Background: an optimization exercise with open tools, aiming at a short achievable clock period and few clock cycles. Do not read the settings as production practice. Only simulation tests tie the RTL to the original design; equivalence was not proved. No driver is modelled on the clock port, so clocking that relies on it looks cheaper here than on a real chip. Power and IR drop assume default switching activity.

<file path="flow/flow/post_cts.tcl">
# Extra setup repair after CTS: two more passes, without cell footprint
# matching, then legalize the placement again.
estimate_parasitics -placement
repair_timing -setup -setup_margin 5.6 -repair_tns 100
repair_timing -setup -setup_margin 5.6 -repair_tns 100
detailed_placement
check_placement -verbose
estimate_parasitics -placement
puts "post_cts worst slack [worst_slack -max]"
</file>
<file path="flow/flow/post_grt.tcl">
# Extra setup repair after global routing, without cell footprint matching,
# with the incremental global routing and legalization ORFS uses around its
# own repair.
estimate_parasitics -global_routing
global_route -start_incremental
repair_timing -setup -setup_margin 5.6 -repair_tns 100
detailed_placement
global_route -end_incremental
check_placement -verbose
estimate_parasitics -global_routing
puts "post_grt worst slack [worst_slack -max]"
</file>
<file path="flow/config.mk">
export PLATFORM = sky130hd
export DESIGN_NAME = MCPU
export DESIGN_NICKNAME = MCPU
export VERILOG_FILES = /design/flow/design.v
export SDC_FILE = /design/flow/constraint.sdc
export NUM_CORES = 8
export LEC_CHECK = 0
export CAP_MARGIN = 20
export CORE_MARGIN = 2
export CORE_UTILIZATION = 30
export SLEW_MARGIN = 20
export SYNTH_HIERARCHICAL = 1
</file>
<file path="flow/design.v">
module Mux32(input s, input [31:0] a, input [31:0] b, output [31:0] y);
    assign y = s ? a : b;
endmodule
module AddrMux(input sel_m, sel_r, input [31:0] m, r, n, output [31:0] y);
    assign y = sel_m ? m : (sel_r ? r : n);
endmodule
module AddrMux4(input sel_m, sel_r, sel_f, input [31:0] m, r, f, n, output [31:0] y);
    assign y = sel_m ? m : (sel_r ? r : (sel_f ? f : n));
endmodule
module NfaSel(input hold, pbusy, input [3:0] pd_c, input [31:0] ir_m, input c, s,
              input [13:0] h, hp, hm, input [15:0] lo, input [31:0] fa, pc4, jt, ra, jl,
              output [31:0] y);
    wire [3:0] pd_m;
    Predecode pdm (.ir(ir_m), .pd(pd_m));
    wire [3:0] pd = pbusy ? pd_c : pd_m;
    wire go = ~hold;
    wire b = go & pd[3], j = go & pd[2], jr = go & pd[1], jalr = go & pd[0];
    wire sq = go & ~(|pd);
    wire [31:0] bt = {c ? (s ? h : hp) : (s ? hm : h), lo, fa[1:0]};
    assign y = ({32{hold}} & fa) | ({32{sq}} & pc4) | ({32{j}} & jt) |
               ({32{jr}} & ra) | ({32{jalr}} & jl) | ({32{b}} & bt);
endmodule
module NfaSelOH(input hold, pbusy, input [3:0] pd_c, input [31:0] ir_m,
                input [63:0] fa, pc4, jt, ra, jl, bt, output [63:0] y);
    wire [3:0] pd_m;
    Predecode pdm (.ir(ir_m), .pd(pd_m));
    wire [3:0] pd = pbusy ? pd_c : pd_m;
    wire go = ~hold;
    wire b = go & pd[3], j = go & pd[2], jr = go & pd[1], jalr = go & pd[0];
    wire sq = go & ~(|pd);
    assign y = ({64{hold}} & fa) | ({64{sq}} & pc4) | ({64{j}} & jt) |
               ({64{jr}} & ra) | ({64{jalr}} & jl) | ({64{b}} & bt);
endmodule
module AddrOut(input clk, rst, d_m, d_r, d_f, input [31:0] d_sum, d_tgt, d_rfa, d_nfa,
               output [31:0] y);
    reg sm, sr, sf, sn;
    reg [31:0] m, r, f, n;
    always @(posedge clk or posedge rst) begin
        if (rst) begin
            sm <= 1'b0;
            sr <= 1'b0;
            sf <= 1'b0;
            sn <= 1'b1;
            n <= 32'd0;
        end else begin
            sm <= d_m;
            sr <= ~d_m & d_r;
            sf <= ~d_m & ~d_r & d_f;
            sn <= ~d_m & ~d_r & ~d_f;
            n <= d_nfa;
        end
    end
    always @(posedge clk) begin
        m <= d_sum;
        r <= d_tgt;
        f <= d_rfa;
    end
    assign y = ({32{sm}} & m) | ({32{sr}} & r) | ({32{sf}} & f) | ({32{sn}} & n);
endmodule
module ALU(
    input clk,
    input [4:0] d_sa, d_sb,      
    input d_inv,
    input [31:0] ra, rb,         
    input [31:0] f_sum, f_lu, f_sh, f_pm,    
    input [31:0] pass,
    input shv,                   
    input [4:0] sh,
    input [3:0] lut,             
    input s_slt, s_sll,
    output [31:0] sum, lu, shr, pm
);
    Add32F add (.clk(clk), .d_sa(d_sa), .d_sb(d_sb), .d_inv(d_inv), .ra(ra), .rb(rb),
                .f_sum(f_sum), .f_lu(f_lu), .f_sh(f_sh), .f_pm(f_pm),
                .s(sum));
    wire lt;
    Lt32F ltc (.clk(clk), .d_sa(d_sa), .d_sb(d_sb), .d_inv(d_inv), .ra(ra), .rb(rb),
               .f_sum(f_sum), .f_lu(f_lu), .f_sh(f_sh), .f_pm(f_pm), .lt(lt));
    assign pm = s_slt ? {31'd0, lt} : pass;
    Logic32F lg (.clk(clk), .d_sa(d_sa), .d_sb(d_sb), .ra(ra), .rb(rb),
                 .f_sum(f_sum), .f_lu(f_lu), .f_sh(f_sh), .f_pm(f_pm), .lut(lut), .y(lu));
    wire [31:0] sl, sr;
    Shift32F shf (.clk(clk), .d_sa(d_sa), .d_sb(d_sb), .ra(ra[4:0]), .rb(rb),
                  .f_sum(f_sum), .f_lu(f_lu), .f_sh(f_sh), .f_pm(f_pm), .shv(shv), .sh(sh),
                  .sl(sl), .sr(sr));
    assign shr = s_sll ? sl : sr;
endmodule
module Pick32(input [4:0] s, input [31:0] r, f_sum, f_lu, f_sh, f_pm, output [31:0] y);
    assign y = ({32{s[0]}} & r) | ({32{s[1]}} & f_sum) | ({32{s[2]}} & f_lu) |
               ({32{s[3]}} & f_sh) | ({32{s[4]}} & f_pm);
endmodule
module PickX32(input [4:0] s, input [4:1] sn, input [31:0] r, f_sum, f_lu, f_sh, f_pm,
               output [31:0] y);
    assign y = ({32{s[0]}} & r) | ({32{s[1]}} & f_sum) | ({32{s[2]}} & f_lu) |
               ({32{s[3]}} & f_sh) | ({32{s[4]}} & f_pm) |
               ({32{sn[1]}} & ~f_sum) | ({32{sn[2]}} & ~f_lu) |
               ({32{sn[3]}} & ~f_sh) | ({32{sn[4]}} & ~f_pm);
endmodule
module Add32F(input clk, input [4:0] d_sa, d_sb, input d_inv, input [31:0] ra, rb,
              input [31:0] f_sum, f_lu, f_sh, f_pm, output [31:0] s);
    reg [4:0] sa, sb;
    reg [4:1] sbn;               
    reg inv;
    always @(posedge clk) begin
        sa <= d_sa;
        sb <= {d_sb[4:1] & {4{~d_inv}}, d_sb[0]};
        sbn <= d_sb[4:1] & {4{d_inv}};
        inv <= d_inv;
    end
    wire [31:0] a, b;
    Pick32 pa (.s(sa), .r(ra), .f_sum(f_sum), .f_lu(f_lu), .f_sh(f_sh), .f_pm(f_pm), .y(a));
    PickX32 pb (.s(sb), .sn(sbn), .r(rb), .f_sum(f_sum), .f_lu(f_lu), .f_sh(f_sh), .f_pm(f_pm), .y(b));
    assign s = a + b + {31'd0, inv};
endmodule
module Lt32F(input clk, input [4:0] d_sa, d_sb, input d_inv, input [31:0] ra, rb,
             input [31:0] f_sum, f_lu, f_sh, f_pm, output lt);
    reg [4:0] sa, sb;
    reg [4:1] sbn;               
    reg inv;
    always @(posedge clk) begin
        sa <= d_sa;
        sb <= {d_sb[4:1] & {4{~d_inv}}, d_sb[0]};
        sbn <= d_sb[4:1] & {4{d_inv}};
        inv <= d_inv;
    end
    wire [31:0] a, b;
    Pick32 pa (.s(sa), .r(ra), .f_sum(f_sum), .f_lu(f_lu), .f_sh(f_sh), .f_pm(f_pm), .y(a));
    PickX32 pb (.s(sb), .sn(sbn), .r(rb), .f_sum(f_sum), .f_lu(f_lu), .f_sh(f_sh), .f_pm(f_pm), .y(b));
    assign lt = $signed(a) < $signed(~b);
endmodule
module BrCmp(input [31:0] ra, rb, fwd, pred, input fa, fb, output eq, eqp);
    wire eq_rr = (ra == rb);
    wire eq_fr = (fwd == rb);
    wire eq_rf = (ra == fwd);
    assign eq = fa ? (fb | eq_fr) : (fb ? eq_rf : eq_rr);
    wire ep_r = (ra == pred);
    wire ep_f = (fwd == pred);
    assign eqp = fa ? ep_f : ep_r;
endmodule
module Logic32F(input clk, input [4:0] d_sa, d_sb, input [31:0] ra, rb,
                input [31:0] f_sum, f_lu, f_sh, f_pm, input [3:0] lut, output [31:0] y);
    reg [4:0] sa, sb;
    always @(posedge clk) begin
        sa <= d_sa;
        sb <= d_sb;
    end
    wire [31:0] a, b;
    Pick32 pa (.s(sa), .r(ra), .f_sum(f_sum), .f_lu(f_lu), .f_sh(f_sh), .f_pm(f_pm), .y(a));
    Pick32 pb (.s(sb), .r(rb), .f_sum(f_sum), .f_lu(f_lu), .f_sh(f_sh), .f_pm(f_pm), .y(b));
    assign y = ({32{lut[3]}} & a & b) | ({32{lut[2]}} & a & ~b) |
               ({32{lut[1]}} & ~a & b) | ({32{lut[0]}} & ~a & ~b);
endmodule
module Shift32F(input clk, input [4:0] d_sa, d_sb, input [4:0] ra, input [31:0] rb,
                input [31:0] f_sum, f_lu, f_sh, f_pm, input shv, input [4:0] sh,
                output [31:0] sl, sr);
    reg [4:0] sa, sb;
    always @(posedge clk) begin
        sa <= d_sa;
        sb <= d_sb;
    end
    wire [31:0] a, b;
    Pick32 pa (.s(sa), .r({27'd0, ra}), .f_sum(f_sum), .f_lu(f_lu), .f_sh(f_sh), .f_pm(f_pm), .y(a));
    Pick32 pb (.s(sb), .r(rb), .f_sum(f_sum), .f_lu(f_lu), .f_sh(f_sh), .f_pm(f_pm), .y(b));
    wire [4:0] amt = shv ? a[4:0] : sh;
    assign sl = b << amt;
    assign sr = b >> amt;
endmodule
module Regs(
    input clk, rst, we,
    input [31:0] ra, rb,
    input [4:0] wa,
    input [31:0] wd,
    output [31:0] qa, qb
);
    reg [32*32-1:32] r;      
    reg [31:1] w;            
    wire [32*32-1:0] pa, pb;     
    assign pa[31:0] = 32'd0;
    assign pb[31:0] = 32'd0;
    genvar i;
    generate
        for (i = 1; i < 32; i = i + 1) begin : g
            assign pa[i*32 +: 32] = {32{ra[i] & w[i]}} & r[i*32 +: 32];
            assign pb[i*32 +: 32] = {32{rb[i] & w[i]}} & r[i*32 +: 32];
            always @(posedge clk or posedge rst) begin
                if (rst) w[i] <= 1'b0;
                else if (we && wa == i) w[i] <= 1'b1;
            end
            always @(posedge clk) begin
                if (we && wa == i) r[i*32 +: 32] <= wd;
            end
        end
    endgenerate
    OrTree32 ta (.x(pa), .y(qa));
    OrTree32 tb (.x(pb), .y(qb));
endmodule
module OrTree32(input [32*32-1:0] x, output [31:0] y);
    integer j;
    reg [31:0] acc;
    always @* begin
        acc = 32'd0;
        for (j = 0; j < 32; j = j + 1) acc = acc | x[j*32 +: 32];
    end
    assign y = acc;
endmodule
module BrLo(input [15:0] a, input [15:0] b, output [16:0] s);
    assign s = {1'b0, a} + {1'b0, b} + 17'd1;
endmodule
module BrHi(input [13:0] h, output [13:0] hp, output [13:0] hm);
    assign hp = h + 14'd1;
    assign hm = h - 14'd1;
endmodule
module Inc4(input [31:0] a, output [31:0] y);
    assign y = a + 32'd4;
endmodule
module Predecode(input [31:0] ir, output [3:0] pd);
    wire [5:0] op = ir[31:26];
    wire [5:0] fn = ir[5:0];
    wire br = (op == 6'h04) | (op == 6'h05);
    wire same = (ir[25:21] == ir[20:16]);
    wire brt = same ? ~op[0] : (ir[15] | op[0]);
    assign pd = {br & brt, (op == 6'h02) | (op == 6'h03),
                 (op == 6'h00) & (fn == 6'h08), (op == 6'h00) & (fn == 6'h09)};
endmodule
module Add32(input [31:0] a, input [31:0] b, input cin, output [31:0] s);
    assign s = a + b + {31'd0, cin};
endmodule
module BrCarry(input [15:0] a, input [15:0] b, output c);
    wire [16:0] s = {1'b0, a} + {1'b0, b} + 17'd1;
    assign c = s[16];
endmodule
module UseDecode(input [31:0] ir, output urs, urt);
    wire [5:0] op = ir[31:26];
    wire [5:0] fn = ir[5:0];
    wire isR = (op == 6'h00);
    assign urs = (isR & (fn != 6'h00) & (fn != 6'h02)) | (op == 6'h08) | (op == 6'h0a) |
                 (op == 6'h0c) | (op == 6'h0d) | (op == 6'h0e) | (op == 6'h23) |
                 (op == 6'h2b) | (op == 6'h04) | (op == 6'h05);
    assign urt = isR | (op == 6'h2b) | (op == 6'h04) | (op == 6'h05);
endmodule
module MCPU(
    input clk,
    input reset,
    input [31:0] Data_in,
    output mem_w,
    output [31:0] Data_out,
    output [31:0] Addr_out
);
    reg [31:0] nfa;          
    reg [31:0] ras;          
    reg [31:0] jlast;        
    reg        fd_v;
    reg [31:0] fd_ir;
    reg [31:0] fd_rs_oh, fd_rt_oh;   
    reg [31:0] fd_pc4;
    reg        fd_redir;     
    reg [31:0] fd_tgt;
    reg        de_v;
    reg [31:0] de_a, de_b, de_imm, de_sd;
    reg        de_fa, de_fb, de_fs;
    reg        de_inv;       
    reg [3:0]  de_lut;       
    reg        de_s_sum, de_s_slt, de_s_lu, de_s_sll, de_s_srl, de_s_pass;
    reg        de_shv, de_rt0;
    reg [4:0]  de_sh;
    reg [4:0]  de_rd;
    reg        de_wr, de_load, de_store, de_br, de_bne, de_pt, de_jr, de_jalr;
    reg [31:0] de_pred, de_alt;
    reg        em_v;
    reg        em_mem;       
    reg        em_st;        
    reg [31:0] em_sd;
    reg [31:0] em_sum, em_lu, em_sh, em_pm;
    reg [3:0]  em_k;
    reg [31:0] em_res;       
    reg [4:0]  em_rd;
    reg        em_wr, em_load, em_jalr;
    reg        em_redir;     
    reg [31:0] em_tgt;
    reg        em_slow;      
    reg        rfe_v;
    reg [31:0] rfe_a;
    reg        mw_we;
    reg [4:0]  mw_rd;
    reg [31:0] mw_res;
    wire [31:0] fetch_addr;
    AddrMux fam (.sel_m(em_redir), .sel_r(rfe_v), .m(em_tgt), .r(rfe_a), .n(nfa), .y(fetch_addr));
    wire [31:0] f_pc4;
    Inc4 finc (.a(fetch_addr), .y(f_pc4));
    wire port_busy = em_mem;
    assign mem_w = em_st;
    assign Data_out = em_sd;
    localparam IC_B = 6;
    localparam IC_N = 1 << IC_B;
    reg [31:0]        ic_data [0:IC_N-1];
    reg [16:0]        ic_blo  [0:IC_N-1];
    reg [3:0]         ic_pd   [0:IC_N-1];
    reg [15-IC_B:0]   ic_tag  [0:IC_N-1];
    reg [IC_N-1:0]    ic_val;
    reg [IC_N-1:0]    nfa_oh;
    wire [IC_N-1:0]   ic_match;
    wire              ic_hit = |(nfa_oh & ic_match);
    reg [31:0]        ic_word;
    reg [16:0]        ic_wblo;
    reg [3:0]         ic_wpd;
    integer r;
    always @* begin
        ic_word = 32'd0;
        ic_wblo = 17'd0;
        ic_wpd = 4'd0;
        for (r = 0; r < IC_N; r = r + 1) begin
            ic_word = ic_word | ({32{nfa_oh[r]}} & ic_data[r]);
            ic_wblo = ic_wblo | ({17{nfa_oh[r]}} & ic_blo[r]);
            ic_wpd = ic_wpd | ({4{nfa_oh[r]}} & ic_pd[r]);
        end
    end
    wire              f_ok = (~port_busy | (ic_hit & ~rfe_v)) & ~em_slow;
    wire [31:0]       f_ir = port_busy ? ic_word : Data_in;
    wire [3:0]  f_pd_m;
    Predecode fpdm (.ir(Data_in), .pd(f_pd_m));
    wire [3:0]  f_pd = port_busy ? ic_wpd : f_pd_m;
    wire        f_ptb = f_pd[3];
    wire        f_j = f_pd[2];
    wire        f_jr = f_pd[1];
    wire        f_jalr = f_pd[0];
    wire [16:0] f_blo_m;
    BrLo fblo (.a(fetch_addr[17:2]), .b(Data_in[15:0]), .s(f_blo_m));
    wire [16:0] f_blo = port_busy ? ic_wblo : f_blo_m;
    wire        f_bc_m;
    BrCarry fbc (.a(fetch_addr[17:2]), .b(Data_in[15:0]), .c(f_bc_m));
    wire        f_bc = port_busy ? ic_wblo[16] : f_bc_m;
    wire [13:0] f_hi  = fetch_addr[31:18];
    wire [13:0] f_hip, f_him;
    BrHi fbhi (.h(f_hi), .hp(f_hip), .hm(f_him));
    wire [31:0] f_jtgt = {f_pc4[31:28], f_ir[25:0], 2'b00};
    wire        f_redir = f_j | f_ptb | f_jr | f_jalr;
    wire [31:0] f_tgt_nb = f_jr ? ras : jlast;      
    reg               fl_v;
    reg [15:0]        fl_a;            
    reg [IC_N-1:0]    fl_oh;           
    reg [31:0]        fl_data;
    reg [16:0]        fl_blo;
    wire              st_mem = em_st & (em_sum[31:14] == 18'd0);
    wire [IC_B-1:0]   st_idx = em_sum[IC_B+1:2];
    wire [3:0]        fl_pd;
    Predecode flpd (.ir(fl_data), .pd(fl_pd));
    wire              fl_ok = fl_v & ~(st_mem & (em_sum[13:2] == fl_a[11:0]));
    genvar k;
    generate
        for (k = 0; k < IC_N; k = k + 1) begin : icv
            assign ic_match[k] = ic_val[k] & (ic_tag[k] == nfa[17:IC_B+2]);
            always @(posedge clk or posedge reset) begin
                if (reset) ic_val[k] <= 1'b0;
                else if (fl_v && fl_oh[k]) ic_val[k] <= fl_ok;
                else if (st_mem && st_idx == k && ic_tag[k][11-IC_B:0] == em_sum[13:IC_B+2])
                    ic_val[k] <= 1'b0;
            end
            always @(posedge clk) begin
                if (fl_v && fl_oh[k]) begin
                    ic_data[k] <= fl_data;
                    ic_blo[k] <= fl_blo;
                    ic_pd[k] <= fl_pd;
                    ic_tag[k] <= fl_a[15:IC_B];
                end
            end
        end
    endgenerate
    wire [5:0] op = fd_ir[31:26];
    wire [5:0] fn = fd_ir[5:0];
    wire [4:0] rs = fd_ir[25:21];
    wire [4:0] rt = fd_ir[20:16];
    wire [4:0] rd = fd_ir[15:11];
    wire [15:0] imm = fd_ir[15:0];
    wire [31:0] sx = {{16{imm[15]}}, imm};
    wire [31:0] zx = {16'd0, imm};
    wire isR    = (op == 6'h00);
    wire r_add  = isR & ((fn == 6'h20) | (fn == 6'h21));
    wire r_sub  = isR & ((fn == 6'h22) | (fn == 6'h23));
    wire r_and  = isR & (fn == 6'h24);
    wire r_or   = isR & (fn == 6'h25);
    wire r_xor  = isR & (fn == 6'h26);
    wire r_nor  = isR & (fn == 6'h27);
    wire r_slt  = isR & (fn == 6'h2a);
    wire r_sll  = isR & (fn == 6'h00);
    wire r_srl  = isR & (fn == 6'h02);
    wire r_sllv = isR & (fn == 6'h04);
    wire r_srlv = isR & (fn == 6'h06);
    wire r_jr   = isR & (fn == 6'h08);
    wire r_jalr = isR & (fn == 6'h09);
    wire r_known = r_add | r_sub | r_and | r_or | r_xor | r_nor | r_slt |
                   r_sll | r_srl | r_sllv | r_srlv | r_jr | r_jalr;
    wire r_other = isR & ~r_known;      
    wire i_addi = (op == 6'h08);
    wire i_slti = (op == 6'h0a);
    wire i_andi = (op == 6'h0c);
    wire i_ori  = (op == 6'h0d);
    wire i_xori = (op == 6'h0e);
    wire i_lui  = (op == 6'h0f);
    wire i_lw   = (op == 6'h23);
    wire i_sw   = (op == 6'h2b);
    wire i_beq  = (op == 6'h04);
    wire i_bne  = (op == 6'h05);
    wire i_jal  = (op == 6'h03);
    wire link   = i_jal | r_jalr;
    wire wr_rd  = isR & ~r_jr & ~r_jalr;
    wire wr_rt  = i_addi | i_slti | i_andi | i_ori | i_xori | i_lui | i_lw;
    wire [4:0] dest = link ? 5'd31 : (wr_rd ? rd : rt);
    wire d_wr   = (link | wr_rd | wr_rt) & (dest != 5'd0);
    wire use_rs = (isR & ~r_sll & ~r_srl) | i_addi | i_slti | i_andi | i_ori | i_xori |
                  i_lw | i_sw | i_beq | i_bne;
    wire use_rt = isR | i_sw | i_beq | i_bne;
    wire use_imm = i_addi | i_slti | i_andi | i_ori | i_xori | i_lw | i_sw;
    wire imm_zx = i_andi | i_ori | i_xori;
    wire d_inv  = r_sub | r_slt | i_slti;
    wire d_br   = i_beq | i_bne;
    wire [31:0] d_btgt;                  
    Add32 dbt (.a(fd_pc4), .b({sx[29:0], 2'b00}), .cin(1'b0), .s(d_btgt));
    wire [31:0] rf_a, rf_b;
    wire m_we = em_v & em_wr;
    wire [31:0] m_wd = em_load ? Data_in : em_res;
    Regs regs (.clk(clk), .rst(reset), .we(mw_we), .ra(fd_rs_oh), .rb(fd_rt_oh), .wa(mw_rd),
               .wd(mw_res), .qa(rf_a), .qb(rf_b));
    wire [31:0] rs_w = (mw_we && mw_rd == rs) ? mw_res : rf_a;
    wire [31:0] rt_w = (mw_we && mw_rd == rt) ? mw_res : rf_b;
    wire [31:0] rs_val = (m_we && em_rd == rs) ? m_wd : rs_w;
    wire [31:0] rt_val = (m_we && em_rd == rt) ? m_wd : rt_w;
    wire [31:0] d_b = use_imm ? (imm_zx ? zx : sx) : rt_val;
    wire e_wr_rs = de_v & de_wr & (de_rd == rs);
    wire e_wr_rt = de_v & de_wr & (de_rd == rt);
    reg ds_r;
    wire d_stall = ds_r & fd_v;
    wire f_urs, f_urt;
    UseDecode fud (.ir(f_ir), .urs(f_urs), .urt(f_urt));
    wire ds_next = ~d_stall & fd_v & ~e_misp & i_lw & (rt != 5'd0) &
                   ((f_urs & (f_ir[25:21] == rt)) | (f_urt & (f_ir[20:16] == rt)));
    wire [31:0] fa = de_fa ? em_res : de_a;
    wire [31:0] fs = de_fs ? em_res : de_sd;
    wire [31:0] e_sum, e_lu, e_sh, e_pm;
    wire [3:0]  de_k = {de_s_slt | de_s_pass, de_s_sll | de_s_srl, de_s_lu, de_s_sum};
    wire        d_fwa = e_wr_rs;
    wire        d_fwb = e_wr_rt & ~use_imm;
    ALU alu (.clk(clk), .d_sa({{4{d_fwa}} & de_k, ~d_fwa}), .d_sb({{4{d_fwb}} & de_k, ~d_fwb}),
             .d_inv(d_inv), .ra(de_a), .rb(de_b),
             .f_sum(em_sum), .f_lu(em_lu), .f_sh(em_sh), .f_pm(em_pm), .pass(de_imm),
             .shv(de_shv), .sh(de_sh), .lut(de_lut), .s_slt(de_s_slt), .s_sll(de_s_sll),
             .sum(e_sum), .lu(e_lu), .shr(e_sh), .pm(e_pm));
    wire e_eqp;
    BrCmp bcmp (.ra(de_a), .rb(de_b), .fwd(em_res), .pred(de_pred), .fa(de_fa), .fb(de_fb),
                .eq(e_eq), .eqp(e_eqp));
    wire e_taken = de_bne ? ~e_eq : e_eq;
    wire e_misp = de_v & ((de_br & (e_taken != de_pt)) | (de_jr & ~(de_rt0 & e_eqp)));
    wire [31:0] nfa_next;
    wire [IC_N-1:0] oh_emt = {{IC_N-1{1'b0}}, 1'b1} << em_tgt[IC_B+1:2];
    wire [IC_N-1:0] oh_rfa = {{IC_N-1{1'b0}}, 1'b1} << rfe_a[IC_B+1:2];
    wire [IC_N-1:0] fa_oh = em_redir ? oh_emt : (rfe_v ? oh_rfa : nfa_oh);
    wire [IC_N-1:0] nfa_oh_next;
    NfaSelOH nsoh (.hold(d_stall), .pbusy(port_busy), .pd_c(ic_wpd), .ir_m(Data_in),
                   .fa(fa_oh), .pc4({fa_oh[IC_N-2:0], fa_oh[IC_N-1]}),
                   .jt({{IC_N-1{1'b0}}, 1'b1} << f_ir[IC_B-1:0]),
                   .ra({{IC_N-1{1'b0}}, 1'b1} << ras[IC_B+1:2]),
                   .jl({{IC_N-1{1'b0}}, 1'b1} << jlast[IC_B+1:2]),
                   .bt({{IC_N-1{1'b0}}, 1'b1} << f_blo[IC_B-1:0]), .y(nfa_oh_next));
    wire f_go = ~d_stall;
    NfaSel nsel (.hold(d_stall), .pbusy(port_busy), .pd_c(ic_wpd), .ir_m(Data_in),
                 .c(f_bc), .s(f_ir[15]), .h(f_hi), .hp(f_hip), .hm(f_him), .lo(f_blo[15:0]),
                 .fa(fetch_addr), .pc4(f_pc4), .jt(f_jtgt), .ra(ras), .jl(jlast), .y(nfa_next));
    always @(posedge clk or posedge reset) begin
        if (reset) begin
            nfa <= 32'd0;
            nfa_oh <= {{IC_N-1{1'b0}}, 1'b1};
            ras <= 32'd0;
            jlast <= 32'd0;
            fd_v <= 1'b0;
            de_v <= 1'b0;
            em_v <= 1'b0;
            em_mem <= 1'b0;
            em_st <= 1'b0;
            em_redir <= 1'b0;
            em_slow <= 1'b0;
            rfe_v <= 1'b0;
            ds_r <= 1'b0;
            mw_we <= 1'b0;
            fl_v <= 1'b0;
        end else begin
            if (~d_stall) fd_v <= f_ok & ~e_misp;
            nfa <= nfa_next;
            nfa_oh <= nfa_oh_next;
            de_v <= fd_v & ~d_stall & ~e_misp;
            em_v <= de_v;
            em_mem <= de_v & (de_load | de_store);
            em_st <= de_v & de_store;
            em_redir <= e_misp;
            em_slow <= e_misp & de_jr & ~de_rt0;
            rfe_v <= ~d_stall & ~f_ok;
            ds_r <= ds_next;
            mw_we <= m_we;
            fl_v <= ~port_busy;
            if (fd_v & ~d_stall & link) ras <= fd_pc4;
            if (em_v & em_jalr) jlast <= em_slow ? em_sum : em_tgt;
        end
    end
    always @(posedge clk) begin
        if (~d_stall) begin
            fd_ir <= f_ir;
            fd_rs_oh <= 32'd1 << f_ir[25:21];
            fd_rt_oh <= 32'd1 << f_ir[20:16];
            fd_pc4 <= f_pc4;
            fd_redir <= f_redir;
            fd_tgt <= f_tgt_nb;
        end
        fl_a <= fetch_addr[17:2];
        fl_oh <= fa_oh;
        fl_data <= Data_in;
        fl_blo <= f_blo_m;
        de_a <= rs_val;
        de_b <= d_inv ? ~d_b : d_b;
        de_fa <= e_wr_rs;
        de_fb <= e_wr_rt & ~use_imm;
        de_sd <= rt_val;
        de_fs <= e_wr_rt;
        de_imm <= i_lui ? {imm, 16'd0} : fd_pc4;
        de_inv <= d_inv;
        de_lut <= (r_and | i_andi) ? 4'b1000 :
                  (r_or  | i_ori ) ? 4'b1110 :
                  (r_xor | i_xori) ? 4'b0110 : 4'b0001;
        de_s_sum <= r_add | r_sub | r_other | i_addi | i_lw | i_sw;
        de_s_slt <= r_slt | i_slti;
        de_s_lu <= r_and | i_andi | r_or | i_ori | r_xor | i_xori | r_nor;
        de_s_sll <= r_sll | r_sllv;
        de_s_srl <= r_srl | r_srlv;
        de_s_pass <= i_lui | link;
        de_shv <= r_sllv | r_srlv;
        de_sh <= fd_ir[10:6];
        de_rd <= dest;
        de_wr <= d_wr;
        de_load <= i_lw;
        de_store <= i_sw;
        de_br <= i_beq | i_bne;
        de_bne <= i_bne;
        de_pt <= fd_redir;
        de_jr <= r_jr | r_jalr;
        de_jalr <= r_jalr;
        de_rt0 <= (rt == 5'd0);
        de_pred <= fd_redir ? fd_tgt : fd_pc4;      
        de_alt <= fd_redir ? fd_pc4 : d_btgt;
        em_sum <= e_sum;
        em_lu <= e_lu;
        em_sh <= e_sh;
        em_pm <= e_pm;
        em_k <= de_k;
        em_res <= ({32{de_k[0]}} & e_sum) | ({32{de_k[1]}} & e_lu) |
                  ({32{de_k[2]}} & e_sh) | ({32{de_k[3]}} & e_pm);
        em_sd <= fs;
        em_rd <= de_rd;
        em_wr <= de_wr;
        em_load <= de_load;
        em_jalr <= de_jalr;
        em_tgt <= de_br ? de_alt : fa;
        rfe_a <= em_slow ? em_sum : fetch_addr;
        mw_rd <= em_rd;
        mw_res <= m_wd;
    end
    AddrOut aout (.clk(clk), .rst(reset), .d_m(de_v & (de_load | de_store)), .d_r(e_misp),
                  .d_f(~d_stall & ~f_ok), .d_sum(e_sum), .d_tgt(de_br ? de_alt : fa),
                  .d_rfa(em_slow ? em_sum : fetch_addr), .d_nfa(nfa_next), .y(Addr_out));
endmodule
</file>
<file path="flow/flow/run.sh">
#!/bin/bash
# The standard layout, except that: the port buffers are buf_8 cells
# (not delay cells); timing repair aims for a 5.6 ns setup margin on all
# endpoints, and runs again after CTS (flow/post_cts.tcl) and after global
# routing (flow/post_grt.tcl). make's output goes to flow.log; ORFS keeps
# each step's log under orfs/logs.
set -uo pipefail
bash standard.sh SETUP_SLACK_MARGIN=5.6 TNS_END_PERCENT=100 \
  "BUFFER_PORTS_ARGS=-buffer_cell sky130_fd_sc_hd__buf_8" \
  POST_CTS_TCL=$PWD/flow/post_cts.tcl POST_GLOBAL_ROUTE_TCL=$PWD/flow/post_grt.tcl \
  finish > flow.log 2>&1
</file>
<file path="flow/standard.sh">
#!/bin/bash
# synth_recipe.tcl (not shown) runs the flow's synth.tcl, then flattens the netlist and writes it again
# the make line also repeats each setting of config.mk as NAME=value (left out here)
make -C /OpenROAD-flow-scripts/flow DESIGN_CONFIG=/design/flow/config.mk WORK_HOME=/design/flow/orfs CLKGATE_MAP_FILE= SYNTH_SCRIPT=/design/flow/synth_recipe.tcl "${@:-finish}"
</file>
<file path="flow/constraint.sdc">
create_clock -name core_clock -period 10.0 [get_ports {clk}]
set_input_delay 2.0000 -clock core_clock [delete_from_list [all_inputs] [get_ports {clk}]]
set_output_delay 2.0000 -clock core_clock [all_outputs]
set_load 0.01 [all_outputs]
</file>
==> run summary <==
Switching Fraction: 0.392
Crit. End Element: primary output
Clock Latency Late Sink: 1180 ps
Worst hold margin: 332 ps
Clk_skew: 75.6 ps
Clock share of power: 0.270
WS Path Type: register to primary output
# setup viols final: 0
Die area: 907000 sq um
Synth-to-layout area growth: 14.5%
Die H: 953 um
Worst-path cell chain: buf_12 > buf_4 > a22oi_2 > nand2_4 > buf_8
# IOs: 99
CTS tree: done
Minimum clock period: 4550 ps
Gp weighted congestion: 0.956
Critical-path top delay cell: dfrtp_2
DRC violations left: 0
Logic pwr share: 0.299
DRT Pass-1 Iters: 14
Seq pwr share: 0.431
Power Internal: 53.6 mW
Psw: 34.5 mW
Largest net degree at the start of global routing: 113
DRT iter0 DRCs: 44500
Dpl hpwl: 723000 um
Fillers: 85800
Outcome: finished clean
Slew Viols, Final: 0
Initial core utilization: 0.301
Vias in the first global route: 187000
Port Buffers: 98
Max Clock Freq: 220 MHz
Avg WL per Cell: 39.3 um
Critical path peak fanout: 14
Synth Warn #: 19
Setup total negative slack: 0 ps
Drt total wl: 1260000 um
Worst-margin pin slew: 1340 ps
Hold Path Class: register to register
Final number of hold-violating endpoints: 0
Layout Nets: 19700
Delay-heaviest family, CP: buffers and inverters
Via count: 204000
Antenna violations before repair: 132
Worst EP arrival: 2550 ps
Leak Pwr: 109 nW
Final period utilization: 0.455
Share of post-route cells with drive strength above 1: 0.141
Slowest Stage Delay on Critical Path: 450 ps
Total global routing overflow: 0
CTS Sinks: 6284
Die width: 953 um
Reg clk slew, reported paths: 60 ps
Critical path launch point type: register
Normalized max-slew margin: 0.110
Maximum vdd drop: 0.286 mV
Routed Antenna Nets: 0
CP required: 8000 ps
Mean Syn Cell Area: 13.8 sq um
Core box area: 897000 sq um
Routed vias/inst: 6.36
Row count: 348
Cells after synthesis: 19500
Synth Cell Area: 270000 sq um
Global Route Usage Sum: 0.262
Worst path bufs/invs: 3
Number of max-cap violations: 0
Power Density: 285 nW/um^2
Global-route wire length before repair: 1660000 um
power groups by stage:
stage / Combinational (mW) / Clock [mW] / Sequential, mW
after floorplan: 12.4 / 0 / 36.1
after detailed placement: 24.1 / 0 / 38.2
after global placement: 23.9 / 0 / 38.1
final: 26.3 / 23.8 / 38.0
cell usage in the layout (no fill, tap or decap), types with 137 or more instances in the layout:
master	instances
edfxtp_1	5183
and3_1	2012
a22oi_1	1203
xor2_1	950
nand2_1	824
nor4_1	687
dfxtp_1	677
buf_4	650
clkbuf_16	623
nand4_1	615
mux2i_1	547
nor2_1	513
a222oi_1	469
xnor2_1	386
a221oi_1	349
a22o_1	301
nand3_1	297
a21oi_1	254
mux2_2	209
dfrtp_1	198
nor3_1	187
inv_1	185
o21ai_0	171
clkbuf_1	146
nor2b_1	137
registers in the layout, indices dropped and copies added (netlist names), 64 cells and up:
name / flops
ic_blo: 1088
fl_oh: 64
ic_val: 64
regs.r: 992
ic_pd: 256
nfa_oh: 64
ic_data: 2048
ic_tag: 640
worst paths after layout:
| path | startpoint | cells after the start | endpoint | slack [ps] |
|---|---|---|---|---|
| worst max-delay path | aout.sm$_DFF_PP0_ | 5 | Addr_out[9] | 5450 |
| worst min-delay path | de_jalr$_DFF_P_ | 0 | em_jalr$_DFF_P_ | 330 |
| worst max register to register | nfa_oh[59]$_DFF_PP0_ | 9 | nfa[22]$_DFF_PP0_ | 5460 |
| worst min register to register | de_jalr$_DFF_P_ | 0 | em_jalr$_DFF_P_ | 330 |
| max in group asynchronous | reset | 4 | nfa[8]$_DFF_PP0_ | 7230 |
| min in group asynchronous | reset | 2 | ras[0]$_DFFE_PP0P_ | 970 |
routing by layer:
layer,track usage,up-vias,part of all wire
met4,0.153,52,0.074
met3,0.0966,4168,0.16
met2,0.376,19700,0.41
met1,0.339,103000,0.35
met5,0,-,0.00032
li1,-,77200,-
through the flow:
step / total power, mW / area (sq um) / utilization / cells / worst slack, ps
after global placement: 62.0 / 286000 / 0.319 / 30700 / 4350
after floorplan: 48.5 / 270000 / - / 19600 / 4920
after detailed placement: 62.2 / 287000 / 0.319 / 30700 / 4590
final: 88.1 / 309000 / 0.344 / 32100 / 5450
area by class of cell:
cell class | instances | area [sq um] | share of cell area
antenna | 94 | 235 | 0.000761
clock buffer | 820 | 16800 | 0.0544
clock inverter | 321 | 3340 | 0.0108
inverter | 258 | 1300 | 0.00420
multi-input combinational | 11500 | 84900 | 0.275
sequential | 6284 | 180000 | 0.582
tap | 11900 | 14900 | 0.0482
timing repair buffer | 832 | 7860 | 0.0254
Testbench counts, summed over its fixed seeds: cycles 164,984.

separate check: timing with driven ports:
In the flow no input, the clock included, has a driving cell. The finished layout below was timed again as built, in two steps. Step 1: set_driving_cell puts a clkbuf_16 on clk and a buf_2 on each other input, an assumption about the parent block. Step 2 adds t to the input delays and takes it off the output delays; t is the mean of the earliest and latest rising clock arrival at the registers after step 1. Input paths then give back, and output paths get back, about the clock's delay inside the block. Slacks: ideal / step 1 / step 2; pairs: ideal / step 1.
t, ns: 1.260
setup slack, ns: 5.451 / 5.328 / 4.709
hold WS [ns]: 0.332 / 0.332 / 0.332
worst setup path after step 2: input to register
worst register clock-pin slew, ns: 0.08 / 0.08
After both steps this run still meets setup and hold. The setup slack of this run moves by -0.123 ns with the drivers and by -0.742 ns with both steps.
